Context: an optimization exercise on an open-source flow, tuned for small area, a short achievable clock period and few clock cycles per item. The choices shown serve that exercise and are no tape-out recipe. The RTL was checked by simulation tests, not by an equivalence proof against the original design.

File: flow/config.mk
export PLATFORM = sky130hd
export DESIGN_NAME = ahb_lite_fir_filter
export DESIGN_NICKNAME = ahb_lite_fir_filter
export VERILOG_FILES = /design/flow/design.v
export SDC_FILE = /design/flow/constraint.sdc
export NUM_CORES = 4
export LEC_CHECK = 0
export CAP_MARGIN = 20
export CORE_MARGIN = 2
export CORE_UTILIZATION = 40
export SETUP_SLACK_MARGIN = 5
export SLEW_MARGIN = 20
File: flow/constraint.sdc
create_clock -name core_clock -period 11.0 [get_ports {clk}]
set_input_delay 2.2000 -clock core_clock [delete_from_list [all_inputs] [get_ports {clk}]]
set_output_delay 2.2000 -clock core_clock [all_outputs]
set_load 0.01 [all_outputs]
File: flow/design.v
module mul_csa (
  input  wire [15:0] x,
  input  wire [8:0]  one,
  input  wire [8:0]  two,
  input  wire [7:0]  neg,
  output wire [22:0] a,
  output wire [22:0] b,
  output wire        cl
);
  wire pp0_0 = ((one[0] & x[0])) ^ neg[0];
  wire pp0_1 = ((one[0] & x[1]) | (two[0] & x[0])) ^ neg[0];
  wire pp0_2 = ((one[0] & x[2]) | (two[0] & x[1])) ^ neg[0];
  wire pp0_3 = ((one[0] & x[3]) | (two[0] & x[2])) ^ neg[0];
  wire pp0_4 = ((one[0] & x[4]) | (two[0] & x[3])) ^ neg[0];
  wire pp0_5 = ((one[0] & x[5]) | (two[0] & x[4])) ^ neg[0];
  wire pp0_6 = ((one[0] & x[6]) | (two[0] & x[5])) ^ neg[0];
  wire pp0_7 = ((one[0] & x[7]) | (two[0] & x[6])) ^ neg[0];
  wire pp0_8 = ((one[0] & x[8]) | (two[0] & x[7])) ^ neg[0];
  wire pp0_9 = ((one[0] & x[9]) | (two[0] & x[8])) ^ neg[0];
  wire pp0_10 = ((one[0] & x[10]) | (two[0] & x[9])) ^ neg[0];
  wire pp0_11 = ((one[0] & x[11]) | (two[0] & x[10])) ^ neg[0];
  wire pp0_12 = ((one[0] & x[12]) | (two[0] & x[11])) ^ neg[0];
  wire pp0_13 = ((one[0] & x[13]) | (two[0] & x[12])) ^ neg[0];
  wire pp0_14 = ((one[0] & x[14]) | (two[0] & x[13])) ^ neg[0];
  wire pp0_15 = ((one[0] & x[15]) | (two[0] & x[14])) ^ neg[0];
  wire pp0_16 = ((two[0] & x[15])) ^ neg[0];
  wire ns0 = ~neg[0];
  wire pp1_0 = ((one[1] & x[0])) ^ neg[1];
  wire pp1_1 = ((one[1] & x[1]) | (two[1] & x[0])) ^ neg[1];
  wire pp1_2 = ((one[1] & x[2]) | (two[1] & x[1])) ^ neg[1];
  wire pp1_3 = ((one[1] & x[3]) | (two[1] & x[2])) ^ neg[1];
  wire pp1_4 = ((one[1] & x[4]) | (two[1] & x[3])) ^ neg[1];
  wire pp1_5 = ((one[1] & x[5]) | (two[1] & x[4])) ^ neg[1];
  wire pp1_6 = ((one[1] & x[6]) | (two[1] & x[5])) ^ neg[1];
  wire pp1_7 = ((one[1] & x[7]) | (two[1] & x[6])) ^ neg[1];
  wire pp1_8 = ((one[1] & x[8]) | (two[1] & x[7])) ^ neg[1];
  wire pp1_9 = ((one[1] & x[9]) | (two[1] & x[8])) ^ neg[1];
  wire pp1_10 = ((one[1] & x[10]) | (two[1] & x[9])) ^ neg[1];
  wire pp1_11 = ((one[1] & x[11]) | (two[1] & x[10])) ^ neg[1];
  wire pp1_12 = ((one[1] & x[12]) | (two[1] & x[11])) ^ neg[1];
  wire pp1_13 = ((one[1] & x[13]) | (two[1] & x[12])) ^ neg[1];
  wire pp1_14 = ((one[1] & x[14]) | (two[1] & x[13])) ^ neg[1];
  wire pp1_15 = ((one[1] & x[15]) | (two[1] & x[14])) ^ neg[1];
  wire pp1_16 = ((two[1] & x[15])) ^ neg[1];
  wire ns1 = ~neg[1];
  wire pp2_0 = ((one[2] & x[0])) ^ neg[2];
  wire pp2_1 = ((one[2] & x[1]) | (two[2] & x[0])) ^ neg[2];
  wire pp2_2 = ((one[2] & x[2]) | (two[2] & x[1])) ^ neg[2];
  wire pp2_3 = ((one[2] & x[3]) | (two[2] & x[2])) ^ neg[2];
  wire pp2_4 = ((one[2] & x[4]) | (two[2] & x[3])) ^ neg[2];
  wire pp2_5 = ((one[2] & x[5]) | (two[2] & x[4])) ^ neg[2];
  wire pp2_6 = ((one[2] & x[6]) | (two[2] & x[5])) ^ neg[2];
  wire pp2_7 = ((one[2] & x[7]) | (two[2] & x[6])) ^ neg[2];
  wire pp2_8 = ((one[2] & x[8]) | (two[2] & x[7])) ^ neg[2];
  wire pp2_9 = ((one[2] & x[9]) | (two[2] & x[8])) ^ neg[2];
  wire pp2_10 = ((one[2] & x[10]) | (two[2] & x[9])) ^ neg[2];
  wire pp2_11 = ((one[2] & x[11]) | (two[2] & x[10])) ^ neg[2];
  wire pp2_12 = ((one[2] & x[12]) | (two[2] & x[11])) ^ neg[2];
  wire pp2_13 = ((one[2] & x[13]) | (two[2] & x[12])) ^ neg[2];
  wire pp2_14 = ((one[2] & x[14]) | (two[2] & x[13])) ^ neg[2];
  wire pp2_15 = ((one[2] & x[15]) | (two[2] & x[14])) ^ neg[2];
  wire pp2_16 = ((two[2] & x[15])) ^ neg[2];
  wire ns2 = ~neg[2];
  wire pp3_0 = ((one[3] & x[0])) ^ neg[3];
  wire pp3_1 = ((one[3] & x[1]) | (two[3] & x[0])) ^ neg[3];
  wire pp3_2 = ((one[3] & x[2]) | (two[3] & x[1])) ^ neg[3];
  wire pp3_3 = ((one[3] & x[3]) | (two[3] & x[2])) ^ neg[3];
  wire pp3_4 = ((one[3] & x[4]) | (two[3] & x[3])) ^ neg[3];
  wire pp3_5 = ((one[3] & x[5]) | (two[3] & x[4])) ^ neg[3];
  wire pp3_6 = ((one[3] & x[6]) | (two[3] & x[5])) ^ neg[3];
  wire pp3_7 = ((one[3] & x[7]) | (two[3] & x[6])) ^ neg[3];
  wire pp3_8 = ((one[3] & x[8]) | (two[3] & x[7])) ^ neg[3];
  wire pp3_9 = ((one[3] & x[9]) | (two[3] & x[8])) ^ neg[3];
  wire pp3_10 = ((one[3] & x[10]) | (two[3] & x[9])) ^ neg[3];
  wire pp3_11 = ((one[3] & x[11]) | (two[3] & x[10])) ^ neg[3];
  wire pp3_12 = ((one[3] & x[12]) | (two[3] & x[11])) ^ neg[3];
  wire pp3_13 = ((one[3] & x[13]) | (two[3] & x[12])) ^ neg[3];
  wire pp3_14 = ((one[3] & x[14]) | (two[3] & x[13])) ^ neg[3];
  wire pp3_15 = ((one[3] & x[15]) | (two[3] & x[14])) ^ neg[3];
  wire pp3_16 = ((two[3] & x[15])) ^ neg[3];
  wire ns3 = ~neg[3];
  wire pp4_0 = ((one[4] & x[0])) ^ neg[4];
  wire pp4_1 = ((one[4] & x[1]) | (two[4] & x[0])) ^ neg[4];
  wire pp4_2 = ((one[4] & x[2]) | (two[4] & x[1])) ^ neg[4];
  wire pp4_3 = ((one[4] & x[3]) | (two[4] & x[2])) ^ neg[4];
  wire pp4_4 = ((one[4] & x[4]) | (two[4] & x[3])) ^ neg[4];
  wire pp4_5 = ((one[4] & x[5]) | (two[4] & x[4])) ^ neg[4];
  wire pp4_6 = ((one[4] & x[6]) | (two[4] & x[5])) ^ neg[4];
  wire pp4_7 = ((one[4] & x[7]) | (two[4] & x[6])) ^ neg[4];
  wire pp4_8 = ((one[4] & x[8]) | (two[4] & x[7])) ^ neg[4];
  wire pp4_9 = ((one[4] & x[9]) | (two[4] & x[8])) ^ neg[4];
  wire pp4_10 = ((one[4] & x[10]) | (two[4] & x[9])) ^ neg[4];
  wire pp4_11 = ((one[4] & x[11]) | (two[4] & x[10])) ^ neg[4];
  wire pp4_12 = ((one[4] & x[12]) | (two[4] & x[11])) ^ neg[4];
  wire pp4_13 = ((one[4] & x[13]) | (two[4] & x[12])) ^ neg[4];
  wire pp4_14 = ((one[4] & x[14]) | (two[4] & x[13])) ^ neg[4];
  wire pp4_15 = ((one[4] & x[15]) | (two[4] & x[14])) ^ neg[4];
  wire pp4_16 = ((two[4] & x[15])) ^ neg[4];
  wire ns4 = ~neg[4];
  wire pp5_0 = ((one[5] & x[0])) ^ neg[5];
  wire pp5_1 = ((one[5] & x[1]) | (two[5] & x[0])) ^ neg[5];
  wire pp5_2 = ((one[5] & x[2]) | (two[5] & x[1])) ^ neg[5];
  wire pp5_3 = ((one[5] & x[3]) | (two[5] & x[2])) ^ neg[5];
  wire pp5_4 = ((one[5] & x[4]) | (two[5] & x[3])) ^ neg[5];
  wire pp5_5 = ((one[5] & x[5]) | (two[5] & x[4])) ^ neg[5];
  wire pp5_6 = ((one[5] & x[6]) | (two[5] & x[5])) ^ neg[5];
  wire pp5_7 = ((one[5] & x[7]) | (two[5] & x[6])) ^ neg[5];
  wire pp5_8 = ((one[5] & x[8]) | (two[5] & x[7])) ^ neg[5];
  wire pp5_9 = ((one[5] & x[9]) | (two[5] & x[8])) ^ neg[5];
  wire pp5_10 = ((one[5] & x[10]) | (two[5] & x[9])) ^ neg[5];
  wire pp5_11 = ((one[5] & x[11]) | (two[5] & x[10])) ^ neg[5];
  wire pp5_12 = ((one[5] & x[12]) | (two[5] & x[11])) ^ neg[5];
  wire pp5_13 = ((one[5] & x[13]) | (two[5] & x[12])) ^ neg[5];
  wire pp5_14 = ((one[5] & x[14]) | (two[5] & x[13])) ^ neg[5];
  wire pp5_15 = ((one[5] & x[15]) | (two[5] & x[14])) ^ neg[5];
  wire pp5_16 = ((two[5] & x[15])) ^ neg[5];
  wire ns5 = ~neg[5];
  wire pp6_0 = ((one[6] & x[0])) ^ neg[6];
  wire pp6_1 = ((one[6] & x[1]) | (two[6] & x[0])) ^ neg[6];
  wire pp6_2 = ((one[6] & x[2]) | (two[6] & x[1])) ^ neg[6];
  wire pp6_3 = ((one[6] & x[3]) | (two[6] & x[2])) ^ neg[6];
  wire pp6_4 = ((one[6] & x[4]) | (two[6] & x[3])) ^ neg[6];
  wire pp6_5 = ((one[6] & x[5]) | (two[6] & x[4])) ^ neg[6];
  wire pp6_6 = ((one[6] & x[6]) | (two[6] & x[5])) ^ neg[6];
  wire pp6_7 = ((one[6] & x[7]) | (two[6] & x[6])) ^ neg[6];
  wire pp6_8 = ((one[6] & x[8]) | (two[6] & x[7])) ^ neg[6];
  wire pp6_9 = ((one[6] & x[9]) | (two[6] & x[8])) ^ neg[6];
  wire pp6_10 = ((one[6] & x[10]) | (two[6] & x[9])) ^ neg[6];
  wire pp6_11 = ((one[6] & x[11]) | (two[6] & x[10])) ^ neg[6];
  wire pp6_12 = ((one[6] & x[12]) | (two[6] & x[11])) ^ neg[6];
  wire pp6_13 = ((one[6] & x[13]) | (two[6] & x[12])) ^ neg[6];
  wire pp6_14 = ((one[6] & x[14]) | (two[6] & x[13])) ^ neg[6];
  wire pp6_15 = ((one[6] & x[15]) | (two[6] & x[14])) ^ neg[6];
  wire pp6_16 = ((two[6] & x[15])) ^ neg[6];
  wire ns6 = ~neg[6];
  wire pp7_0 = ((one[7] & x[0])) ^ neg[7];
  wire pp7_1 = ((one[7] & x[1]) | (two[7] & x[0])) ^ neg[7];
  wire pp7_2 = ((one[7] & x[2]) | (two[7] & x[1])) ^ neg[7];
  wire pp7_3 = ((one[7] & x[3]) | (two[7] & x[2])) ^ neg[7];
  wire pp7_4 = ((one[7] & x[4]) | (two[7] & x[3])) ^ neg[7];
  wire pp7_5 = ((one[7] & x[5]) | (two[7] & x[4])) ^ neg[7];
  wire pp7_6 = ((one[7] & x[6]) | (two[7] & x[5])) ^ neg[7];
  wire pp7_7 = ((one[7] & x[7]) | (two[7] & x[6])) ^ neg[7];
  wire pp7_8 = ((one[7] & x[8]) | (two[7] & x[7])) ^ neg[7];
  wire pp7_9 = ((one[7] & x[9]) | (two[7] & x[8])) ^ neg[7];
  wire pp7_10 = ((one[7] & x[10]) | (two[7] & x[9])) ^ neg[7];
  wire pp7_11 = ((one[7] & x[11]) | (two[7] & x[10])) ^ neg[7];
  wire pp7_12 = ((one[7] & x[12]) | (two[7] & x[11])) ^ neg[7];
  wire pp7_13 = ((one[7] & x[13]) | (two[7] & x[12])) ^ neg[7];
  wire pp7_14 = ((one[7] & x[14]) | (two[7] & x[13])) ^ neg[7];
  wire pp7_15 = ((one[7] & x[15]) | (two[7] & x[14])) ^ neg[7];
  wire pp7_16 = ((two[7] & x[15])) ^ neg[7];
  wire ns7 = ~neg[7];
  wire pp8_0 = one[8] & x[0];
  wire pp8_1 = one[8] & x[1];
  wire pp8_2 = one[8] & x[2];
  wire pp8_3 = one[8] & x[3];
  wire pp8_4 = one[8] & x[4];
  wire pp8_5 = one[8] & x[5];
  wire pp8_6 = one[8] & x[6];
  wire pp8_7 = one[8] & x[7];
  wire pp8_8 = one[8] & x[8];
  wire pp8_9 = one[8] & x[9];
  wire pp8_10 = one[8] & x[10];
  wire pp8_11 = one[8] & x[11];
  wire pp8_12 = one[8] & x[12];
  wire pp8_13 = one[8] & x[13];
  wire pp8_14 = one[8] & x[14];
  wire pp8_15 = one[8] & x[15];
  wire s1 = neg[5] ^ pp0_10;
  wire c2 = neg[5] & pp0_10;
  wire s3 = pp0_11 ^ pp1_9;
  wire c4 = pp0_11 & pp1_9;
  wire s5 = neg[6] ^ pp0_12 ^ pp1_10;
  wire c6 = (neg[6] & pp0_12) | (pp1_10 & (neg[6] ^ pp0_12));
  wire s7 = pp2_8 ^ pp3_6;
  wire c8 = pp2_8 & pp3_6;
  wire s9 = pp0_13 ^ pp1_11 ^ pp2_9;
  wire c10 = (pp0_13 & pp1_11) | (pp2_9 & (pp0_13 ^ pp1_11));
  wire s11 = pp3_7 ^ pp4_5;
  wire c12 = pp3_7 & pp4_5;
  wire s13 = neg[7] ^ pp0_14 ^ pp1_12;
  wire c14 = (neg[7] & pp0_14) | (pp1_12 & (neg[7] ^ pp0_14));
  wire s15 = pp2_10 ^ pp3_8 ^ pp4_6;
  wire c16 = (pp2_10 & pp3_8) | (pp4_6 & (pp2_10 ^ pp3_8));
  wire s17 = pp5_4 ^ pp6_2;
  wire c18 = pp5_4 & pp6_2;
  wire s19 = pp0_15 ^ pp1_13 ^ pp2_11;
  wire c20 = (pp0_15 & pp1_13) | (pp2_11 & (pp0_15 ^ pp1_13));
  wire s21 = pp3_9 ^ pp4_7 ^ pp5_5;
  wire c22 = (pp3_9 & pp4_7) | (pp5_5 & (pp3_9 ^ pp4_7));
  wire s23 = pp6_3 ^ pp7_1;
  wire c24 = pp6_3 & pp7_1;
  wire s25 = pp0_16 ^ pp1_14 ^ pp2_12;
  wire c26 = (pp0_16 & pp1_14) | (pp2_12 & (pp0_16 ^ pp1_14));
  wire s27 = pp3_10 ^ pp4_8 ^ pp5_6;
  wire c28 = (pp3_10 & pp4_8) | (pp5_6 & (pp3_10 ^ pp4_8));
  wire s29 = pp6_4 ^ pp7_2 ^ pp8_0;
  wire c30 = (pp6_4 & pp7_2) | (pp8_0 & (pp6_4 ^ pp7_2));
  wire s31 = neg[0] ^ pp1_15 ^ pp2_13;
  wire c32 = (neg[0] & pp1_15) | (pp2_13 & (neg[0] ^ pp1_15));
  wire s33 = pp3_11 ^ pp4_9 ^ pp5_7;
  wire c34 = (pp3_11 & pp4_9) | (pp5_7 & (pp3_11 ^ pp4_9));
  wire s35 = pp6_5 ^ pp7_3 ^ pp8_1;
  wire c36 = (pp6_5 & pp7_3) | (pp8_1 & (pp6_5 ^ pp7_3));
  wire s37 = neg[0] ^ pp1_16 ^ pp2_14;
  wire c38 = (neg[0] & pp1_16) | (pp2_14 & (neg[0] ^ pp1_16));
  wire s39 = pp3_12 ^ pp4_10 ^ pp5_8;
  wire c40 = (pp3_12 & pp4_10) | (pp5_8 & (pp3_12 ^ pp4_10));
  wire s41 = pp6_6 ^ pp7_4 ^ pp8_2;
  wire c42 = (pp6_6 & pp7_4) | (pp8_2 & (pp6_6 ^ pp7_4));
  wire s43 = ns0 ^ ns1 ^ pp2_15;
  wire c44 = (ns0 & ns1) | (pp2_15 & (ns0 ^ ns1));
  wire s45 = pp3_13 ^ pp4_11 ^ pp5_9;
  wire c46 = (pp3_13 & pp4_11) | (pp5_9 & (pp3_13 ^ pp4_11));
  wire s47 = pp6_7 ^ pp7_5 ^ pp8_3;
  wire c48 = (pp6_7 & pp7_5) | (pp8_3 & (pp6_7 ^ pp7_5));
  wire s49 = 1'b1 ^ pp2_16 ^ pp3_14;
  wire c50 = (1'b1 & pp2_16) | (pp3_14 & (1'b1 ^ pp2_16));
  wire s51 = pp4_12 ^ pp5_10 ^ pp6_8;
  wire c52 = (pp4_12 & pp5_10) | (pp6_8 & (pp4_12 ^ pp5_10));
  wire s53 = pp7_6 ^ pp8_4;
  wire c54 = pp7_6 & pp8_4;
  wire s55 = ns2 ^ pp3_15 ^ pp4_13;
  wire c56 = (ns2 & pp3_15) | (pp4_13 & (ns2 ^ pp3_15));
  wire s57 = pp5_11 ^ pp6_9 ^ pp7_7;
  wire c58 = (pp5_11 & pp6_9) | (pp7_7 & (pp5_11 ^ pp6_9));
  wire s59 = 1'b1 ^ pp3_16 ^ pp4_14;
  wire c60 = (1'b1 & pp3_16) | (pp4_14 & (1'b1 ^ pp3_16));
  wire s61 = pp5_12 ^ pp6_10;
  wire c62 = pp5_12 & pp6_10;
  wire s63 = ns3 ^ pp4_15 ^ pp5_13;
  wire c64 = (ns3 & pp4_15) | (pp5_13 & (ns3 ^ pp4_15));
  wire s65 = 1'b1 ^ pp4_16;
  wire c66 = 1'b1 & pp4_16;
  wire s67 = neg[3] ^ pp0_6;
  wire c68 = neg[3] & pp0_6;
  wire s69 = pp0_7 ^ pp1_5;
  wire c70 = pp0_7 & pp1_5;
  wire s71 = neg[4] ^ pp0_8 ^ pp1_6;
  wire c72 = (neg[4] & pp0_8) | (pp1_6 & (neg[4] ^ pp0_8));
  wire s73 = pp2_4 ^ pp3_2;
  wire c74 = pp2_4 & pp3_2;
  wire s75 = pp0_9 ^ pp1_7 ^ pp2_5;
  wire c76 = (pp0_9 & pp1_7) | (pp2_5 & (pp0_9 ^ pp1_7));
  wire s77 = pp3_3 ^ pp4_1;
  wire c78 = pp3_3 & pp4_1;
  wire s79 = pp1_8 ^ pp2_6 ^ pp3_4;
  wire c80 = (pp1_8 & pp2_6) | (pp3_4 & (pp1_8 ^ pp2_6));
  wire s81 = pp4_2 ^ pp5_0 ^ s1;
  wire c82 = (pp4_2 & pp5_0) | (s1 & (pp4_2 ^ pp5_0));
  wire s83 = pp2_7 ^ pp3_5 ^ pp4_3;
  wire c84 = (pp2_7 & pp3_5) | (pp4_3 & (pp2_7 ^ pp3_5));
  wire s85 = pp5_1 ^ c2 ^ s3;
  wire c86 = (pp5_1 & c2) | (s3 & (pp5_1 ^ c2));
  wire s87 = pp4_4 ^ pp5_2 ^ pp6_0;
  wire c88 = (pp4_4 & pp5_2) | (pp6_0 & (pp4_4 ^ pp5_2));
  wire s89 = c4 ^ s5 ^ s7;
  wire c90 = (c4 & s5) | (s7 & (c4 ^ s5));
  wire s91 = pp5_3 ^ pp6_1 ^ c6;
  wire c92 = (pp5_3 & pp6_1) | (c6 & (pp5_3 ^ pp6_1));
  wire s93 = c8 ^ s9 ^ s11;
  wire c94 = (c8 & s9) | (s11 & (c8 ^ s9));
  wire s95 = pp7_0 ^ c10 ^ c12;
  wire c96 = (pp7_0 & c10) | (c12 & (pp7_0 ^ c10));
  wire s97 = s13 ^ s15 ^ s17;
  wire c98 = (s13 & s15) | (s17 & (s13 ^ s15));
  wire s99 = c14 ^ c16 ^ c18;
  wire c100 = (c14 & c16) | (c18 & (c14 ^ c16));
  wire s101 = s19 ^ s21 ^ s23;
  wire c102 = (s19 & s21) | (s23 & (s19 ^ s21));
  wire s103 = c20 ^ c22 ^ c24;
  wire c104 = (c20 & c22) | (c24 & (c20 ^ c22));
  wire s105 = s25 ^ s27 ^ s29;
  wire c106 = (s25 & s27) | (s29 & (s25 ^ s27));
  wire s107 = c26 ^ c28 ^ c30;
  wire c108 = (c26 & c28) | (c30 & (c26 ^ c28));
  wire s109 = s31 ^ s33 ^ s35;
  wire c110 = (s31 & s33) | (s35 & (s31 ^ s33));
  wire s111 = c32 ^ c34 ^ c36;
  wire c112 = (c32 & c34) | (c36 & (c32 ^ c34));
  wire s113 = s37 ^ s39 ^ s41;
  wire c114 = (s37 & s39) | (s41 & (s37 ^ s39));
  wire s115 = c38 ^ c40 ^ c42;
  wire c116 = (c38 & c40) | (c42 & (c38 ^ c40));
  wire s117 = s43 ^ s45 ^ s47;
  wire c118 = (s43 & s45) | (s47 & (s43 ^ s45));
  wire s119 = c44 ^ c46 ^ c48;
  wire c120 = (c44 & c46) | (c48 & (c44 ^ c46));
  wire s121 = s49 ^ s51 ^ s53;
  wire c122 = (s49 & s51) | (s53 & (s49 ^ s51));
  wire s123 = pp8_5 ^ c50 ^ c52;
  wire c124 = (pp8_5 & c50) | (c52 & (pp8_5 ^ c50));
  wire s125 = c54 ^ s55 ^ s57;
  wire c126 = (c54 & s55) | (s57 & (c54 ^ s55));
  wire s127 = pp7_8 ^ pp8_6 ^ c56;
  wire c128 = (pp7_8 & pp8_6) | (c56 & (pp7_8 ^ pp8_6));
  wire s129 = c58 ^ s59 ^ s61;
  wire c130 = (c58 & s59) | (s61 & (c58 ^ s59));
  wire s131 = pp6_11 ^ pp7_9 ^ pp8_7;
  wire c132 = (pp6_11 & pp7_9) | (pp8_7 & (pp6_11 ^ pp7_9));
  wire s133 = c60 ^ c62 ^ s63;
  wire c134 = (c60 & c62) | (s63 & (c60 ^ c62));
  wire s135 = pp5_14 ^ pp6_12 ^ pp7_10;
  wire c136 = (pp5_14 & pp6_12) | (pp7_10 & (pp5_14 ^ pp6_12));
  wire s137 = pp8_8 ^ c64 ^ s65;
  wire c138 = (pp8_8 & c64) | (s65 & (pp8_8 ^ c64));
  wire s139 = ns4 ^ pp5_15 ^ pp6_13;
  wire c140 = (ns4 & pp5_15) | (pp6_13 & (ns4 ^ pp5_15));
  wire s141 = pp7_11 ^ pp8_9 ^ c66;
  wire c142 = (pp7_11 & pp8_9) | (c66 & (pp7_11 ^ pp8_9));
  wire s143 = 1'b1 ^ pp5_16 ^ pp6_14;
  wire c144 = (1'b1 & pp5_16) | (pp6_14 & (1'b1 ^ pp5_16));
  wire s145 = pp7_12 ^ pp8_10;
  wire c146 = pp7_12 & pp8_10;
  wire s147 = ns5 ^ pp6_15 ^ pp7_13;
  wire c148 = (ns5 & pp6_15) | (pp7_13 & (ns5 ^ pp6_15));
  wire s149 = 1'b1 ^ pp6_16;
  wire c150 = 1'b1 & pp6_16;
  wire s151 = neg[2] ^ pp0_4;
  wire c152 = neg[2] & pp0_4;
  wire s153 = pp0_5 ^ pp1_3;
  wire c154 = pp0_5 & pp1_3;
  wire s155 = pp1_4 ^ pp2_2 ^ pp3_0;
  wire c156 = (pp1_4 & pp2_2) | (pp3_0 & (pp1_4 ^ pp2_2));
  wire s157 = pp2_3 ^ pp3_1 ^ c68;
  wire c158 = (pp2_3 & pp3_1) | (c68 & (pp2_3 ^ pp3_1));
  wire s159 = pp4_0 ^ c70 ^ s71;
  wire c160 = (pp4_0 & c70) | (s71 & (pp4_0 ^ c70));
  wire s161 = c72 ^ c74 ^ s75;
  wire c162 = (c72 & c74) | (s75 & (c72 ^ c74));
  wire s163 = c76 ^ c78 ^ s79;
  wire c164 = (c76 & c78) | (s79 & (c76 ^ c78));
  wire s165 = c80 ^ s83 ^ c82;
  wire c166 = (c80 & s83) | (c82 & (c80 ^ s83));
  wire s167 = c84 ^ s87 ^ c86;
  wire c168 = (c84 & s87) | (c86 & (c84 ^ s87));
  wire s169 = c88 ^ c90 ^ s91;
  wire c170 = (c88 & c90) | (s91 & (c88 ^ c90));
  wire s171 = c92 ^ c94 ^ s95;
  wire c172 = (c92 & c94) | (s95 & (c92 ^ c94));
  wire s173 = c96 ^ c98 ^ s99;
  wire c174 = (c96 & c98) | (s99 & (c96 ^ c98));
  wire s175 = c100 ^ c102 ^ s103;
  wire c176 = (c100 & c102) | (s103 & (c100 ^ c102));
  wire s177 = c104 ^ c106 ^ s107;
  wire c178 = (c104 & c106) | (s107 & (c104 ^ c106));
  wire s179 = c108 ^ c110 ^ s111;
  wire c180 = (c108 & c110) | (s111 & (c108 ^ c110));
  wire s181 = c112 ^ c114 ^ s115;
  wire c182 = (c112 & c114) | (s115 & (c112 ^ c114));
  wire s183 = c116 ^ c118 ^ s119;
  wire c184 = (c116 & c118) | (s119 & (c116 ^ c118));
  wire s185 = c120 ^ c122 ^ s123;
  wire c186 = (c120 & c122) | (s123 & (c120 ^ c122));
  wire s187 = c124 ^ c126 ^ s127;
  wire c188 = (c124 & c126) | (s127 & (c124 ^ c126));
  wire s189 = s131 ^ c128 ^ c130;
  wire c190 = (s131 & c128) | (c130 & (s131 ^ c128));
  wire s191 = c132 ^ s135 ^ c134;
  wire c192 = (c132 & s135) | (c134 & (c132 ^ s135));
  wire s193 = c136 ^ s139 ^ c138;
  wire c194 = (c136 & s139) | (c138 & (c136 ^ s139));
  wire s195 = c140 ^ s143 ^ s145;
  wire c196 = (c140 & s143) | (s145 & (c140 ^ s143));
  wire s197 = pp8_11 ^ c144 ^ c146;
  wire c198 = (pp8_11 & c144) | (c146 & (pp8_11 ^ c144));
  wire s199 = pp7_14 ^ pp8_12 ^ c148;
  wire c200 = (pp7_14 & pp8_12) | (c148 & (pp7_14 ^ pp8_12));
  wire s201 = ns6 ^ pp7_15 ^ pp8_13;
  wire c202 = (ns6 & pp7_15) | (pp8_13 & (ns6 ^ pp7_15));
  wire s203 = 1'b1 ^ pp7_16;
  wire c204 = 1'b1 & pp7_16;
  wire s205 = neg[1] ^ pp0_2;
  wire c206 = neg[1] & pp0_2;
  wire s207 = pp0_3 ^ pp1_1;
  wire c208 = pp0_3 & pp1_1;
  wire s209 = pp1_2 ^ pp2_0 ^ s151;
  wire c210 = (pp1_2 & pp2_0) | (s151 & (pp1_2 ^ pp2_0));
  wire s211 = pp2_1 ^ c152 ^ s153;
  wire c212 = (pp2_1 & c152) | (s153 & (pp2_1 ^ c152));
  wire s213 = s67 ^ c154 ^ s155;
  wire c214 = (s67 & c154) | (s155 & (s67 ^ c154));
  wire s215 = s69 ^ c156 ^ s157;
  wire c216 = (s69 & c156) | (s157 & (s69 ^ c156));
  wire s217 = s73 ^ c158 ^ s159;
  wire c218 = (s73 & c158) | (s159 & (s73 ^ c158));
  wire s219 = s77 ^ c160 ^ s161;
  wire c220 = (s77 & c160) | (s161 & (s77 ^ c160));
  wire s221 = s81 ^ c162 ^ s163;
  wire c222 = (s81 & c162) | (s163 & (s81 ^ c162));
  wire s223 = s85 ^ c164 ^ s165;
  wire c224 = (s85 & c164) | (s165 & (s85 ^ c164));
  wire s225 = s89 ^ c166 ^ s167;
  wire c226 = (s89 & c166) | (s167 & (s89 ^ c166));
  wire s227 = s93 ^ c168 ^ s169;
  wire c228 = (s93 & c168) | (s169 & (s93 ^ c168));
  wire s229 = s97 ^ c170 ^ s171;
  wire c230 = (s97 & c170) | (s171 & (s97 ^ c170));
  wire s231 = s101 ^ c172 ^ s173;
  wire c232 = (s101 & c172) | (s173 & (s101 ^ c172));
  wire s233 = s105 ^ c174 ^ s175;
  wire c234 = (s105 & c174) | (s175 & (s105 ^ c174));
  wire s235 = s109 ^ c176 ^ s177;
  wire c236 = (s109 & c176) | (s177 & (s109 ^ c176));
  wire s237 = s113 ^ c178 ^ s179;
  wire c238 = (s113 & c178) | (s179 & (s113 ^ c178));
  wire s239 = s117 ^ c180 ^ s181;
  wire c240 = (s117 & c180) | (s181 & (s117 ^ c180));
  wire s241 = s121 ^ c182 ^ s183;
  wire c242 = (s121 & c182) | (s183 & (s121 ^ c182));
  wire s243 = s125 ^ c184 ^ s185;
  wire c244 = (s125 & c184) | (s185 & (s125 ^ c184));
  wire s245 = s129 ^ c186 ^ s187;
  wire c246 = (s129 & c186) | (s187 & (s129 ^ c186));
  wire s247 = s133 ^ c188 ^ s189;
  wire c248 = (s133 & c188) | (s189 & (s133 ^ c188));
  wire s249 = s137 ^ c190 ^ s191;
  wire c250 = (s137 & c190) | (s191 & (s137 ^ c190));
  wire s251 = s141 ^ c192 ^ s193;
  wire c252 = (s141 & c192) | (s193 & (s141 ^ c192));
  wire s253 = c142 ^ s195 ^ c194;
  wire c254 = (c142 & s195) | (c194 & (c142 ^ s195));
  wire s255 = s147 ^ c196 ^ s197;
  wire c256 = (s147 & c196) | (s197 & (s147 ^ c196));
  wire s257 = s149 ^ c198 ^ s199;
  wire c258 = (s149 & c198) | (s199 & (s149 ^ c198));
  wire s259 = c150 ^ s201 ^ c200;
  wire c260 = (c150 & s201) | (c200 & (c150 ^ s201));
  wire s261 = pp8_14 ^ c202 ^ s203;
  wire c262 = (pp8_14 & c202) | (s203 & (pp8_14 ^ c202));
  wire [7:0] la = {c214, c212, c210, c208, c206, pp1_0, pp0_1, neg[0]};
  wire [7:0] lb = {s215, s213, s211, s209, s207, s205, 1'b0, pp0_0};
  wire [8:0] ls = {1'b0, la} + {1'b0, lb};
  assign cl = ls[8];
  assign a[0] = c216;
  assign b[0] = s217;
  assign a[1] = c218;
  assign b[1] = s219;
  assign a[2] = c220;
  assign b[2] = s221;
  assign a[3] = c222;
  assign b[3] = s223;
  assign a[4] = c224;
  assign b[4] = s225;
  assign a[5] = c226;
  assign b[5] = s227;
  assign a[6] = c228;
  assign b[6] = s229;
  assign a[7] = c230;
  assign b[7] = s231;
  assign a[8] = c232;
  assign b[8] = s233;
  assign a[9] = c234;
  assign b[9] = s235;
  assign a[10] = c236;
  assign b[10] = s237;
  assign a[11] = c238;
  assign b[11] = s239;
  assign a[12] = c240;
  assign b[12] = s241;
  assign a[13] = c242;
  assign b[13] = s243;
  assign a[14] = c244;
  assign b[14] = s245;
  assign a[15] = c246;
  assign b[15] = s247;
  assign a[16] = c248;
  assign b[16] = s249;
  assign a[17] = c250;
  assign b[17] = s251;
  assign a[18] = c252;
  assign b[18] = s253;
  assign a[19] = c254;
  assign b[19] = s255;
  assign a[20] = c256;
  assign b[20] = s257;
  assign a[21] = c258;
  assign b[21] = s259;
  assign a[22] = c260;
  assign b[22] = s261;
endmodule
module booth_enc (
    input  wire [15:0] c,
    output wire [8:0]  one,
    output wire [8:0]  two,
    output wire [7:0]  neg
);
    wire [18:0] ce = {2'b00, c, 1'b0};
    genvar j;
    generate
        for (j = 0; j < 9; j = j + 1) begin : g
            wire b2 = ce[2*j+2];
            wire b1 = ce[2*j+1];
            wire b0 = ce[2*j];
            assign one[j] = b1 ^ b0;
            assign two[j] = (b2 & ~b1 & ~b0) | (~b2 & b1 & b0);
            if (j < 8) begin : gn
                assign neg[j] = b2;
            end
        end
    endgenerate
endmodule
module ahb_lite_fir_filter (
    input  wire        clk,
    input  wire        n_rst,
    input  wire        hsel,
    input  wire [3:0]  haddr,
    input  wire        hsize,
    input  wire [1:0]  htrans,
    input  wire        hwrite,
    input  wire [15:0] hwdata,
    output reg  [15:0] hrdata,
    output reg         hresp
);
    wire xfer = hsel & (htrans != 2'b00);
    always @(*) begin
        hresp = 1'b0;
        if (xfer) begin
            if (hwrite) hresp = (haddr[3:2] == 2'b00) | (haddr == 4'd15);
            else        hresp = (haddr == 4'd15);
        end
    end
    wire wr_ok    = xfer & hwrite & (haddr[3:2] != 2'b00) & (haddr != 4'd15);
    wire s_wr_nx  = wr_ok & (haddr[3:1] == 3'd2);
    reg        wv;           
    reg        hw_lo;        
    reg        hw_hi;
    reg [3:0]  wa;
    reg        ws;
    reg [3:0]  ra;           
    reg        rs;
    always @(posedge clk, negedge n_rst) begin
        if (!n_rst) begin
            wv <= 1'b0; hw_lo <= 1'b0; hw_hi <= 1'b0;
        end else begin
            wv    <= wr_ok;
            hw_lo <= s_wr_nx & (hsize | ~haddr[0]);
            hw_hi <= s_wr_nx & (hsize | haddr[0]);
        end
    end
    always @(posedge clk) begin
        wa <= haddr;
        ws <= hsize;
        ra <= haddr;
        rs <= hsize;
    end
    wire w_lo  = ws | ~wa[0];
    wire w_hi  = ws | wa[0];
    wire s_wr  = hw_lo | hw_hi;                        
    wire ld    = wv & (wa == 4'd14) & hwdata[0];       
    wire [3:0] f_wr;
    assign f_wr[0] = wv & (wa[3:1] == 3'd3);
    assign f_wr[1] = wv & (wa[3:1] == 3'd4);
    assign f_wr[2] = wv & (wa[3:1] == 3'd5);
    assign f_wr[3] = wv & (wa[3:1] == 3'd6);
    reg [15:0] F0, F1, F2, F3;       
    reg [15:0] C0, C1, C2, C3;       
    reg [15:0] S, H1, H2;            
    reg [15:0] result;
    reg        err;
    reg [1:0] zf0, zf1, zf2, zf3;    
    reg [1:0] zc0, zc1, zc2, zc3;    
    reg       zs, zh1, zh2, zr;      
    always @(posedge clk, negedge n_rst) begin
        if (!n_rst) begin
            zf0 <= 2'b11; zf1 <= 2'b11; zf2 <= 2'b11; zf3 <= 2'b11;
            zc0 <= 2'b11; zc1 <= 2'b11; zc2 <= 2'b11; zc3 <= 2'b11;
        end else begin
            if (f_wr[0] & w_lo) zf0[0] <= 1'b0;
            if (f_wr[0] & w_hi) zf0[1] <= 1'b0;
            if (f_wr[1] & w_lo) zf1[0] <= 1'b0;
            if (f_wr[1] & w_hi) zf1[1] <= 1'b0;
            if (f_wr[2] & w_lo) zf2[0] <= 1'b0;
            if (f_wr[2] & w_hi) zf2[1] <= 1'b0;
            if (f_wr[3] & w_lo) zf3[0] <= 1'b0;
            if (f_wr[3] & w_hi) zf3[1] <= 1'b0;
            if (ld) begin
                zc0 <= zf0; zc1 <= zf1; zc2 <= zf2; zc3 <= zf3;
            end
        end
    end
    always @(posedge clk) begin
        begin
            if (f_wr[0] & w_lo) F0[7:0]  <= hwdata[7:0];
            if (f_wr[0] & w_hi) F0[15:8] <= hwdata[15:8];
            if (f_wr[1] & w_lo) F1[7:0]  <= hwdata[7:0];
            if (f_wr[1] & w_hi) F1[15:8] <= hwdata[15:8];
            if (f_wr[2] & w_lo) F2[7:0]  <= hwdata[7:0];
            if (f_wr[2] & w_hi) F2[15:8] <= hwdata[15:8];
            if (f_wr[3] & w_lo) F3[7:0]  <= hwdata[7:0];
            if (f_wr[3] & w_hi) F3[15:8] <= hwdata[15:8];
        end
    end
    always @(posedge clk) begin
        if (ld) begin
            C0 <= F0; C1 <= F1; C2 <= F2; C3 <= F3;
        end
    end
    wire [15:0] F0v = {zf0[1] ? 8'd0 : F0[15:8], zf0[0] ? 8'd0 : F0[7:0]};
    wire [15:0] F1v = {zf1[1] ? 8'd0 : F1[15:8], zf1[0] ? 8'd0 : F1[7:0]};
    wire [15:0] F2v = {zf2[1] ? 8'd0 : F2[15:8], zf2[0] ? 8'd0 : F2[7:0]};
    wire [15:0] F3v = {zf3[1] ? 8'd0 : F3[15:8], zf3[0] ? 8'd0 : F3[7:0]};
    wire [15:0] C3v = {zc3[1] ? 8'd0 : C3[15:8], zc3[0] ? 8'd0 : C3[7:0]};
    localparam J_IDLE = 3'd0, J_L3 = 3'd1, J_L2 = 3'd2, J_W2 = 3'd3, J_T1 = 3'd4;
    localparam T_NONE = 3'd0, T_P0 = 3'd5, T_L3 = 3'd1, T_L2 = 3'd2, T_W2 = 3'd3, T_T1 = 3'd4;
    reg        pend;         
    reg        acc_ok;       
    reg [2:0]  jq;           
    reg        shifted;      
    reg        msh;          
    reg [1:0]  mbk;          
    reg [2:0]  tag;          
    reg [2:0]  mop;          
    reg        sx_s, sx_h1, sx_h2;           
    reg        sc0, sc1, sc2, sc3;           
    reg [17:0] ACC;          
    wire complete_now = pend & acc_ok & (tag == T_P0);
    wire step = (mop != T_P0);
    wire gs  = sx_s  & ~zs;
    wire gh1 = sx_h1 & ~zh1;
    wire gh2 = sx_h2 & ~zh2;
    wire [15:0] xo = ({16{gs}} & S) | ({16{gh1}} & H1) | ({16{gh2}} & H2);
    wire [7:0] ca_lo = ({8{sc0 & ~zc0[0]}} & C0[7:0]) | ({8{sc1 & ~zc1[0]}} & C1[7:0])
                     | ({8{sc2 & ~zc2[0]}} & C2[7:0]) | ({8{sc3 & ~zc3[0]}} & C3[7:0]);
    wire [7:0] ca_hi = ({8{sc0 & ~zc0[1]}} & C0[15:8]) | ({8{sc1 & ~zc1[1]}} & C1[15:8])
                     | ({8{sc2 & ~zc2[1]}} & C2[15:8]) | ({8{sc3 & ~zc3[1]}} & C3[15:8]);
    wire [15:0] ca = {ca_hi, ca_lo};
    wire [15:0] xa = {hw_hi ? hwdata[15:8] : xo[15:8], hw_lo ? hwdata[7:0] : xo[7:0]};
    wire [8:0] a_one, a_two;
    wire [7:0] a_neg;
    booth_enc ENCA (.c(ca), .one(a_one), .two(a_two), .neg(a_neg));
    wire [22:0] ma_a, ma_b;
    wire        ma_c;
    mul_csa MA (.x(xa), .one(a_one), .two(a_two), .neg(a_neg), .a(ma_a), .b(ma_b), .cl(ma_c));
    reg [22:0] pa, pb;
    reg        pcl;
    always @(posedge clk) begin
        pa  <= ma_a;
        pb  <= ma_b;
        pcl <= ma_c;
    end
    wire [24:0] U2  = {1'b0, pa, 1'b1} + {1'b0, pb, pcl};
    wire [23:0] U   = U2[24:1];
    wire [15:0] T   = U[22:7];
    wire        w   = U[23];
    wire        cin = U[7] ^ pa[7] ^ pb[7];
    wire [15:0] ph  = pa[22:7];
    wire [15:0] qh  = pb[22:7];
    wire [15:0] nk  = ~ACC[15:0];
    wire [16:0] sv  = {1'b0, ph ^ qh ^ nk};
    wire [16:0] cv  = {(ph & qh) | (ph & nk) | (qh & nk), 1'b0};
    wire [18:0] R2  = {1'b0, sv, cin} + {1'b0, cv, 1'b1};
    wire [17:0] R   = R2[18:1];
    wire ovf3  = ~ACC[17] & ACC[16];
    wire err4  = ACC[17] & (w ? R[17] : (R[17] | R[16]));
    wire err_n = ovf3 | err4;
    wire        a_sub = (tag == T_P0) | (tag == T_L2) | (tag == T_W2);
    wire [17:0] a_op  = (tag == T_W2) ? {2'b00, M3} : (tag == T_L3) ? 18'd0 : ACC;
    wire [18:0] a_s2  = {a_op, 1'b1} + {{2'b00, T} ^ {18{a_sub}}, a_sub};
    wire [17:0] a_sum = a_s2[18:1];
    wire [17:0] nacc4 = {2'b00, T} - ACC;
    wire [15:0] res_n = a_sum[17] ? nacc4[15:0] : a_sum[15:0];
    wire        mb_act = (mbk != 2'd3);
    wire [15:0] xm = ({16{~msh & ~zh1}} & H1) | ({16{msh & ~zh2}} & H2);
    reg  [2:0]  mneg, mone, mtwo;    
    wire [16:0] mg0 = ({17{mone[0]}} & {1'b0, xm}) | ({17{mtwo[0]}} & {xm, 1'b0});
    wire [16:0] mg1 = ({17{mone[1]}} & {1'b0, xm}) | ({17{mtwo[1]}} & {xm, 1'b0});
    wire [16:0] mg2 = ({17{mone[2]}} & {1'b0, xm}) | ({17{mtwo[2]}} & {xm, 1'b0});
    reg         mbp;                 
    reg  [21:0] mbacc;
    wire [15:0] M3 = mbacc[15:0];
    wire [26:0] r0 = {{8{mneg[0]}}, mg0 ^ {17{mneg[0]}}, 1'b0, (mbk != 2'd0) & mbp};
    wire [26:0] r1 = {{6{mneg[1]}}, mg1 ^ {17{mneg[1]}}, 1'b0, mneg[0], 2'b00};
    wire [26:0] r2 = {{4{mneg[2]}}, mg2 ^ {17{mneg[2]}}, 1'b0, mneg[1], 4'b0000};
    wire [26:0] r3 = (mbk == 2'd0) ? 27'd0 : {{6{mbacc[21]}}, mbacc[21:1]};
    wire [26:0] k1s = r0 ^ r1 ^ r2;
    wire [26:0] k1c = {((r0 & r1) | (r0 & r2) | (r1 & r2)), 1'b0};
    wire [26:0] k2s = k1s ^ k1c ^ r3;
    wire [26:0] k2c = {((k1s & k1c) | (k1s & r3) | (k1c & r3)), 1'b0};
    wire [26:0] mbsum = k2s + k2c;
    always @(posedge clk) begin
        if (mb_act) begin
            mbacc <= mbsum[26:5];
            mbp   <= mneg[2];
        end
        if (tag == T_L3 || tag == T_L2 || tag == T_W2 || tag == T_T1) ACC <= a_sum;
    end
    reg [2:0] jq_n;
    always @(*) begin
        if (ld)        jq_n = J_L3;
        else if (step) jq_n = (mop == T_L3) ? J_L2 : (mop == T_T1) ? J_IDLE : J_T1;
        else           jq_n = complete_now ? J_W2 : jq;
    end
    wire [2:0] tag_n    = ld ? T_NONE : mop;
    wire       pend_n   = s_wr | (pend & ~complete_now);
    wire       acc_ok_n = ~ld & ~complete_now & (acc_ok | (tag == T_T1));
    wire       shift_n  = ~ld & ~complete_now & (shifted | s_wr);
    wire [1:0] mbk_n    = (ld | complete_now) ? 2'd0 : (mbk == 2'd3) ? 2'd3 : mbk + 2'd1;
    wire       cpl_nx = pend_n & acc_ok_n & (tag_n == T_P0);
    wire [2:0] jq_nx  = cpl_nx ? J_W2 : jq_n;
    wire       sh_nx  = shift_n & ~cpl_nx;
    reg  [2:0] mop_n;
    always @(*) begin
        if (s_wr_nx) mop_n = T_P0;
        else case (jq_nx)
            J_L3:    mop_n = T_L3;
            J_L2:    mop_n = T_L2;
            J_W2:    mop_n = T_W2;
            J_T1:    mop_n = T_T1;
            default: mop_n = T_P0;
        endcase
    end
    wire [15:0] c3_n = ld ? F3v : C3v;
    wire [18:0] c3e  = {2'b00, c3_n, 1'b0};
    reg  [6:0]  cw;
    always @(*) begin
        case (mbk_n)
            2'd0:    cw = c3e[6:0];
            2'd1:    cw = c3e[12:6];
            default: cw = c3e[18:12];
        endcase
    end
    reg [2:0] mneg_n, mone_n, mtwo_n;
    integer q;
    always @(*) begin
        for (q = 0; q < 3; q = q + 1) begin
            mone_n[q] = cw[2*q+1] ^ cw[2*q];
            mtwo_n[q] = (cw[2*q+2] & ~cw[2*q+1] & ~cw[2*q]) | (~cw[2*q+2] & cw[2*q+1] & cw[2*q]);
            mneg_n[q] = cw[2*q+2];
        end
    end
    always @(posedge clk, negedge n_rst) begin
        if (!n_rst) begin
            mone <= 3'd0; mtwo <= 3'd0; mneg <= 3'd0;
        end else begin
            mone <= mone_n; mtwo <= mtwo_n; mneg <= mneg_n;
        end
    end
    always @(posedge clk, negedge n_rst) begin
        if (!n_rst) begin
            zs <= 1'b1; zh1 <= 1'b1; zh2 <= 1'b1; zr <= 1'b1;
            err <= 1'b0;
            pend <= 1'b0; acc_ok <= 1'b0;
            jq <= J_L3; shifted <= 1'b0; msh <= 1'b0; mbk <= 2'd0; tag <= T_NONE;
            mop <= T_L3;
            sx_s <= 1'b0; sx_h1 <= 1'b0; sx_h2 <= 1'b1;
            sc0 <= 1'b0; sc1 <= 1'b0; sc2 <= 1'b0; sc3 <= 1'b1;
        end else begin
            if (s_wr) begin
                zs  <= 1'b0;
                zh1 <= zs;
                zh2 <= zh1;
            end
            if (complete_now) begin
                err <= err_n;
                zr  <= 1'b0;
            end
            if (ld) err <= 1'b0;
            pend    <= pend_n;
            acc_ok  <= acc_ok_n;
            jq      <= jq_n;
            shifted <= shift_n;
            msh     <= ~ld & ~complete_now & (msh | s_wr);
            mbk     <= mbk_n;
            tag     <= tag_n;
            mop     <= mop_n;
            sx_s    <= (mop_n == T_P0) | ((mop_n == T_T1) & ~sh_nx);
            sx_h1   <= ((mop_n == T_T1) & sh_nx) | (((mop_n == T_L2) | (mop_n == T_W2)) & ~sh_nx);
            sx_h2   <= (mop_n == T_L3) | (((mop_n == T_L2) | (mop_n == T_W2)) & sh_nx);
            sc0     <= (mop_n == T_P0);
            sc1     <= (mop_n == T_T1);
            sc2     <= (mop_n == T_L2) | (mop_n == T_W2);
            sc3     <= (mop_n == T_L3);
        end
    end
    always @(posedge clk) begin
        if (s_wr) begin
            S  <= xa;
            H1 <= S;
            H2 <= H1;
        end
        if (complete_now) result <= res_n;
    end
    wire busy_o = pend & ~complete_now;
    wire err_o  = complete_now ? err_n : err;
    reg [15:0] rv;
    always @(*) begin
        case (ra[3:1])
            3'd0:    rv = {7'd0, err_o, 7'd0, busy_o};
            3'd1:    rv = zr ? 16'd0 : result;
            3'd2:    rv = zs ? 16'd0 : S;
            3'd3:    rv = F0v;
            3'd4:    rv = F1v;
            3'd5:    rv = F2v;
            3'd6:    rv = F3v;
            default: rv = 16'd0;
        endcase
        hrdata[15:8] = (rs | ra[0])  ? rv[15:8] : 8'd0;
        hrdata[7:0]  = (rs | ~ra[0]) ? rv[7:0]  : 8'd0;
    end
endmodule
File: flow/run.sh
#!/bin/bash
# synth_recipe.tcl (not shown) runs the flow's synth.tcl, then flattens the netlist and writes it again
# the make line also repeats each setting of config.mk as NAME=value (left out here)
make -C /OpenROAD-flow-scripts/flow DESIGN_CONFIG=/design/flow/config.mk WORK_HOME=/design/flow/orfs CLKGATE_MAP_FILE= SYNTH_SCRIPT=/design/flow/synth_recipe.tcl finish
==> flow_metrics.tcl, run 1 <==
set metrics [dict create \
    dp_cells 3442 \
    outcome "timing/DRC/antenna clean" \
    insertedDiodeCount 0 \
    cts_buffer_depth 3 \
    ys_dominant_reg_cell "edfxtp_1" \
    syn_area_um2 25800 \
    max_freq_ghz 0.170 \
    final_cells 3530 \
    drtIter0Drc 2893 \
    dieArea_um2 66500 \
    ioPinCount 44 \
    avgViaCountPerCell 6.02 \
    slew_viol_final 0 \
    setup_viol 0 \
    antenna_left 0 \
    io_buffers 43 \
    place_hpwl_um 59600 \
    final_cell_area_um2 28800 \
    wl_met1_um 34100 \
    final_util 0.449 \
    crit_cells 13 \
    path_buf_inv 6 \
    ys_warn_count 1 \
    htree_levels 2 \
    worst-path-max-fanout 21 \
    insertion_delay_ns 0.60 \
    setup.worst_path.start "hwdata[8]" \
    grt_pass1_vias 20700 \
    numCtsBuffers 39 \
    fp-row-count 93 \
    cp_cell_sequence "clkdlybuf4s50_1, mux2i_2, buf_4, clkinvlp_4, o221ai_1, a21oi_1, fa_1, inv_1, fa_1, fa_1, inv_1, fa_1, inv_1" \
    yosys.area.top_type "edfxtp_1" \
    dpl-instance-area_um2 27200 \
    wirelength_um 82600 \
    min_period_over_period 0.535 \
    synthTopCellsByArea "edfxtp_1 27%, fa_1 13%, ha_1 6.0%, inv_1 4.2%, dfxtp_1 4.0%" \
    die_width_um 258 \
    drive_gt1_frac 0.0935 \
    start_util 0.402 \
    timing.max_slew.rel_slack 0.159 \
    cts_tree "yes" \
    synth_edf_count 233 \
    layout_setup_ws_ns 5.11 \
    core_um2 64100 \
    grt_pass1_wl_um 126000 \
    antenna_found_initial 0 \
    path_delay_family "adder cells" \
    die_h_um 258 \
    route.detailed.drc 0 \
    maxCapViolCount 0 \
    endpoint_kind "flip-flop" \
    crit_path_end "pb[14]" \
    met2_length_um 38000 \
    yosysSeqAreaShare 0.366 \
    crit-reg2reg-launch "sc3" \
    synth_seq_cells 340 \
    synthArstFlopShare 0.162 \
    holdWs_ns 0.439 \
    netlist.area_leader.share 0.271 \
    cpMostUsedCell "fa_1" \
    syn-instance-count 2663 \
    rsz0062_at_grt "false" \
    r2r_slack_ns 5.12 \
    track_usage 0.245 \
    hold_viol 0 \
    cts_root_buffer "clkbuf_16" \
    wl_per_cell_um 23.4 \
    startpoint_type "primary input" \
    fill_cells 5982 \
    slowest_delay_ns 0.59 \
    critPathArrivalTime_ns 6.34 \
    avgSynthCellArea_um2 9.68 \
    overflow 0 \
    grt_max_degree 87 \
    vias 21200 \
    r2r_end "pb[14]" \
    r2r_cells 13 \
    topRoutingLayerUsed "met4" \
    drt_pass1_iterations 7 \
    clock-sinks 340 \
    path_clk_slew_ns 0.06 \
    worst_slew_pin_slew_ns 1.25 \
    hold_path_class "reg2reg" \
    required_ns 11.45 \
    fin_tns_setup_ns 0 \
    seq_area_um2 9450 \
    fin_skew_ns 0.0545 \
    worstSetupPathType "in2reg" \
    met3_length_um 7640 \
    fin_nets 2958 \
    multi_input_area_um2 14800 \
    min_period_ns 5.89 \
    pre_cts_ws_ns 4.41 \
    area_growth_pct 11.6 \
    ys_types 73 \
    slowest_stage "clkdlybuf4s50_1" \
    gp_congestion 0.906 \
    synth_fp_nets 2976 \
]
==> repair_timing <==
action	in CTS	in global routing
endpoints found under the setup margin	1	25
hold buffers	0	0
pin swaps	6	6
gates resized for setup	15	27
buffers inserted	4	9
cloned	0	3
==> kinds of logic after synthesis <==
group / count (synthesis) / synth area share
adders and majority gates: 295 / 0.190
buffers and inverters: 477 / 0.0696
and+or+nand+nor: 526 / 0.0928
AOI/OAI and AO/OA: 841 / 0.216
DFF: 340 / 0.366
xor gates and xnor gates: 146 / 0.0499
muxes: 38 / 0.0159
==> layer usage <==
layer | vias up | global-route usage
met5 | - | 0
met4 | 0 | 0.0792
met3 | 205 | 0.0391
met2 | 1143 | 0.399
met1 | 10400 | 0.335
li1 | 9519 | -
==> how the worst min path moves through the flow <==
| stage | depth (start not counted) | to | start |
|---|---|---|---|
| after floorplan | 0 | C2[0] | F2[0] |
| after global placement | 0 | C3[15] | F3[15] |
| after detailed placement | 0 | C2[0] | F2[0] |
| after CTS | 0 | C2[0] | F2[0] |
| final | 0 | C2[0] | F2[0] |
| after global routing | 0 | C1[13] | F1[13] |
==> sequential cells by signal (all words and copies together), names as in the netlist, 18 cells and up <==
signal and cells:
ACC 18, mbacc 22, pa 23, pb 23
==> Yosys cell counts (14+ instances only) <==
master,instances
nand2_1,223
a221o_1,19
fa_1,163
dfrtp_1,31
dfxtp_1,52
a22oi_1,86
inv_1,288
nor2b_1,36
a31oi_1,32
ha_1,123
nor2_1,126
clkbuf_1,169
dfstp_2,24
o22ai_1,60
a222oi_1,18
a21o_1,32
xnor2_1,105
xor2_1,40
nor3_1,21
a221oi_1,49
o21ai_0,181
edfxtp_1,233
a22o_1,32
o21a_1,15
nand3_1,34
a21oi_1,199
o221ai_1,57
mux2i_1,17
nand2b_1,17
and2_1,14
==> placed cells by master (no fill, tap or decap), types with 24 or more instances in the layout <==
cell type        Yosys  final
inv_1              288    277
edfxtp_1           233    233
nand2_1            223    221
a21oi_1            199    195
o21ai_0            181    178
fa_1               163    163
nor2_1             126    123
ha_1               123    121
xnor2_1            105    104
a22oi_1             86     86
buf_4                1     71
o22ai_1             60     60
o221ai_1            57     57
dfxtp_1             52     50
clkdlybuf4s50_1      0     41
xor2_1              40     40
a221oi_1            49     40
clkbuf_16            0     39
nor2b_1             36     35
nand3_1             34     34
a21o_1              32     32
a31oi_1             32     32
a22o_1              32     32
dfrtp_1             31     31
dfstp_2             24     24
==> final cells by class <==
cell class,instances,area share
Clock buffer,44,0.0349
Clock inverter,27,0.0102
Inverter,298,0.0405
Multi-Input combinational cell,1846,0.514
Sequential cell,340,0.328
Tap cell,855,0.0372
Timing Repair Buffer,117,0.0341
Timing Repair inverter,3,0.000609
Testbench counts, summed over its fixed seeds: cycles 4,880, samples 1,600.
==> run 2, diff against run 1 <==
--- a/flow/design.v
+++ b/flow/design.v
@@ -501,6 +501,33 @@
         end
     endgenerate
 endmodule
+module prefix16 (
+    input  wire [15:0] g,
+    input  wire [15:0] p,
+    output wire        G,
+    output wire        P
+);
+    wire [7:0] ga, pa;
+    wire [3:0] gb, pb;
+    wire [1:0] gc, pc;
+    genvar i;
+    generate
+        for (i = 0; i < 8; i = i + 1) begin : l1
+            assign ga[i] = g[2*i+1] | (p[2*i+1] & g[2*i]);
+            assign pa[i] = p[2*i+1] & p[2*i];
+        end
+        for (i = 0; i < 4; i = i + 1) begin : l2
+            assign gb[i] = ga[2*i+1] | (pa[2*i+1] & ga[2*i]);
+            assign pb[i] = pa[2*i+1] & pa[2*i];
+        end
+        for (i = 0; i < 2; i = i + 1) begin : l3
+            assign gc[i] = gb[2*i+1] | (pb[2*i+1] & gb[2*i]);
+            assign pc[i] = pb[2*i+1] & pb[2*i];
+        end
+    endgenerate
+    assign G = gc[1] | (pc[1] & gc[0]);
+    assign P = pc[1] & pc[0];
+endmodule
 module ahb_lite_fir_filter (
     input  wire        clk,
     input  wire        n_rst,
@@ -643,17 +670,24 @@
     wire [24:0] U2  = {1'b0, pa, 1'b1} + {1'b0, pb, pcl};
     wire [23:0] U   = U2[24:1];
     wire [15:0] T   = U[22:7];
-    wire        w   = U[23];
-    wire        cin = U[7] ^ pa[7] ^ pb[7];
+    wire [7:0]  lo2 = {1'b0, pa[6:0]} + {1'b0, pb[6:0]} + {7'd0, pcl};
+    wire        cin = lo2[7];
     wire [15:0] ph  = pa[22:7];
     wire [15:0] qh  = pb[22:7];
     wire [15:0] nk  = ~ACC[15:0];
-    wire [16:0] sv  = {1'b0, ph ^ qh ^ nk};
-    wire [16:0] cv  = {(ph & qh) | (ph & nk) | (qh & nk), 1'b0};
-    wire [18:0] R2  = {1'b0, sv, cin} + {1'b0, cv, 1'b1};
-    wire [17:0] R   = R2[18:1];
-    wire ovf3  = ~ACC[17] & ACC[16];
-    wire err4  = ACC[17] & (w ? R[17] : (R[17] | R[16]));
+    wire [15:0] sv  = ph ^ qh ^ nk;
+    wire [15:0] cm  = (ph & qh) | (ph & nk) | (qh & nk);
+    wire [15:0] g1 = ph & qh;
+    wire [15:0] p1 = ph | qh;
+    wire [15:0] g2 = sv & {cm[14:0], 1'b0};
+    wire [15:0] p2 = sv | {cm[14:0], 1'b0};
+    wire gw, pw, gr, pr;
+    prefix16 PW (.g(g1), .p(p1), .G(gw), .P(pw));
+    prefix16 PR (.g(g2), .p(p2), .G(gr), .P(pr));
+    wire w    = gw | (pw & cin);
+    wire c16  = gr | (pr & cin);
+    wire ovf3 = ~ACC[17] & ACC[16];
+    wire err4 = ACC[17] & (w ? (cm[15] & c16) : (cm[15] | c16));
     wire err_n = ovf3 | err4;
     wire        a_sub = (tag == T_P0) | (tag == T_L2) | (tag == T_W2);
     wire [17:0] a_op  = (tag == T_W2) ? {2'b00, M3} : (tag == T_L3) ? 18'd0 : ACC;
==> run 2 against run 1 <==
Against the previous run: still clean; cell area grew 1.4%; die area grew 1.7%; fmax shrank 2.0%; highest routed layer unchanged.
==> flow_metrics.tcl, run 2 <==
set metrics [dict create \
    synth_fp_nets 3053 \
    cts_buffer_depth 3 \
    antenna_found_initial 0 \
    r2r_slack_ns 5.23 \
    synth_seq_cells 340 \
    avgSynthCellArea_um2 9.58 \
    avgViaCountPerCell 6.11 \
    ys_types 81 \
    endpoint_kind "primary output" \
    insertion_delay_ns 0.58 \
    route.detailed.drc 0 \
    core_um2 64700 \
    timing.max_slew.rel_slack 0.205 \
    clock-sinks 340 \
    min_period_ns 6.01 \
    numCtsBuffers 38 \
    drtIter0Drc 2952 \
    slowest_delay_ns 0.57 \
    yosysSeqAreaShare 0.360 \
    synthTopCellsByArea "edfxtp_1 27%, fa_1 12%, ha_1 5.9%, a21oi_1 4.2%, inv_1 4.0%" \
    syn_area_um2 26200 \
    grt_pass1_vias 21300 \
    final_util 0.451 \
    die_width_um 260 \
    yosysMostFrequentCell "inv_1" \
    cp_cell_sequence "inv_1, fa_1, nor2_1, or4_1, o21ai_0, maj3_1, o221ai_1, a21oi_1, and4b_1, o22ai_1, nand2_2, o22ai_2, clkbuf_2" \
    synthArstFlopShare 0.162 \
    worst_slew_pin_slew_ns 1.19 \
    gp_congestion 0.939 \
    track_usage 0.257 \
    path_clk_slew_ns 0.06 \
    overflow 0 \
    min_period_over_period 0.546 \
    antenna_left 0 \
    layout_common_cells "274 x inv_1, 233 x edfxtp_1, 233 x nand2_1, 218 x a21oi_1, 196 x o21ai_0" \
    rsz0062_at_grt "true" \
    htree_levels 2 \
    r2r_cells 17 \
    netlist.area_leader.share 0.267 \
    insertedDiodeCount 0 \
    final_common_cell "inv_1" \
    fin_tns_setup_ns 0 \
    reg_top3 "pa (23), pb (23), mbacc (22)" \
    hold_buffers 0 \
    die_h_um 260 \
    cts_tree "yes" \
    max_freq_ghz 0.166 \
    fill_cells 6244 \
    seq_area_um2 9440 \
    ys_dominant_reg_cell "edfxtp_1" \
    multi_input_area_um2 15200 \
    hold_viol 0 \
    grt_pass1_wl_um 132000 \
    dpl-instance-area_um2 27700 \
    min_delay_path_depth 0 \
    fin_nets 3036 \
    crit-reg2reg-launch "zc0[1]" \
    hold_path_class "reg2reg" \
    io_buffers 43 \
    synth_common_cells "283 x inv_1, 235 x nand2_1, 233 x edfxtp_1" \
    crit_cells 13 \
    slowest_stage "fa_1" \
    hold_path.startpoint "F1[13]" \
    wirelength_um 88600 \
    grt_max_degree 77 \
    yosys.area.top_type "edfxtp_1" \
    r2r_end "pb[11]" \
    dieArea_um2 67700 \
    hold_end "C1[13]" \
    ioPinCount 44 \
    vias 22000 \
    setup_viol 0 \
    drive_gt1_frac 0.0930 \
    dp_cells 3518 \
    synth_edf_count 233 \
    fin_skew_ns 0.0153 \
    maxCapViolCount 0 \
    place_hpwl_um 63200 \
    fp-row-count 93 \
    final_cell_area_um2 29200 \
    syn-instance-count 2739 \
    slew_viol_final 0 \
    required_ns 8.80 \
    path_delay_family "simple AND/OR/NAND/NOR gates" \
    startpoint_type "flip-flop" \
    wl_per_cell_um 24.6 \
    start_util 0.406 \
    worstSetupPathType "reg2out" \
    drt_pass1_iterations 7 \
    area_growth_pct 11.2 \
    ys_warn_count 1 \
    outcome "timing/DRC/antenna clean" \
    worst-path-max-fanout 3 \
    critPathArrivalTime_ns 3.81 \
    final_cells 3607 \
    cts_root_buffer "clkbuf_16" \
    path_buf_inv 2 \
]
## run 2: through the flow
step	hold slack, ns	setup WS (ns)
2_1_floorplan	0.425	5.51
3_3_place_gp	0.430	4.10
3_5_place_dp	0.436	4.10
4_1_cts	0.449	4.89
5_1_grt	0.452	4.90
6_report	0.450	4.99
## run 2: cell type report
type                    instances  share of cell area
repair inverters                6             0.00111
clock buffers                  48              0.0346
clock inverters                22             0.00995
inverters                     289              0.0382
flip-flops and latches        340               0.324
repair buffers                121              0.0346
well taps                     855              0.0367
multi-input cells            1926               0.521
## run 2: kinds of logic after synthesis
| kind of cell | share of synthesized area |
|---|---|
| buf+inv | 0.0681 |
| mux | 0.0172 |
| compound gates | 0.223 |
| simple gates | 0.0999 |
| xor+xnor | 0.0477 |
| fa+ha+maj | 0.184 |
| flops | 0.360 |
## run 2: routing by layer
metal | track usage | vias to the layer above | wire length (um)
met5 | 0 | - | 0
met4 | 0.0906 | 0 | 3470
met3 | 0.0490 | 219 | 8840
met2 | 0.406 | 1290 | 39500
met1 | 0.353 | 10700 | 36800
li1 | - | 9818 | -
## run 2: worst max-delay path by stage
stage | startpoint | to | slack [ns]
6_report | ACC[11] | hrdata[8] | 4.99
4_1_cts | pa[1] | hrdata[8] | 4.89
5_1_grt | ACC[10] | hrdata[8] | 4.90
3_5_place_dp | hwdata[14] | pb[10] | 4.10
2_1_floorplan | hwdata[12] | pb[9] | 5.51
3_3_place_gp | hwdata[14] | pb[10] | 4.10
## run 2: timing repair
item	in CTS	in global routing
endpoints found under the setup margin	25	31
hold endpoints to repair	0	0
gates cloned	1	5
pin swaps	2	5
setup buffers	1	11
gates resized for setup	9	17
Testbench counts of run 2, summed over its fixed seeds: cycles 4,880, samples 1,600.

what the ideal ports hide:
No port has a modelled driver above. Below, the same layouts with a new extraction and two added sets of constraints. Step 1 sets driving cells, clkbuf_16 on the clock port and buf_2 on the other inputs (assumed; they add their load-dependent delay and slew). Step 2, shift: input delay + t, output delay - t, t = (earliest + latest rising clock arrival at the registers) / 2. This alone moves slack from input paths to output paths. a / b / c = ideal / step 1 / step 2; a / b = the first two.
run	t, ns	slack for setup (ns)	worst data-port slew with drivers (ns)
run 1	0.633	5.112 / 5.087 / 4.518	0.04
run 2	0.640	4.993 / 4.929 / 4.451	0.04
After both steps setup and hold are still met in every run listed. The setup slack of run 1, which loses most, moves by -0.025 ns with the drivers and by -0.594 ns with both steps.
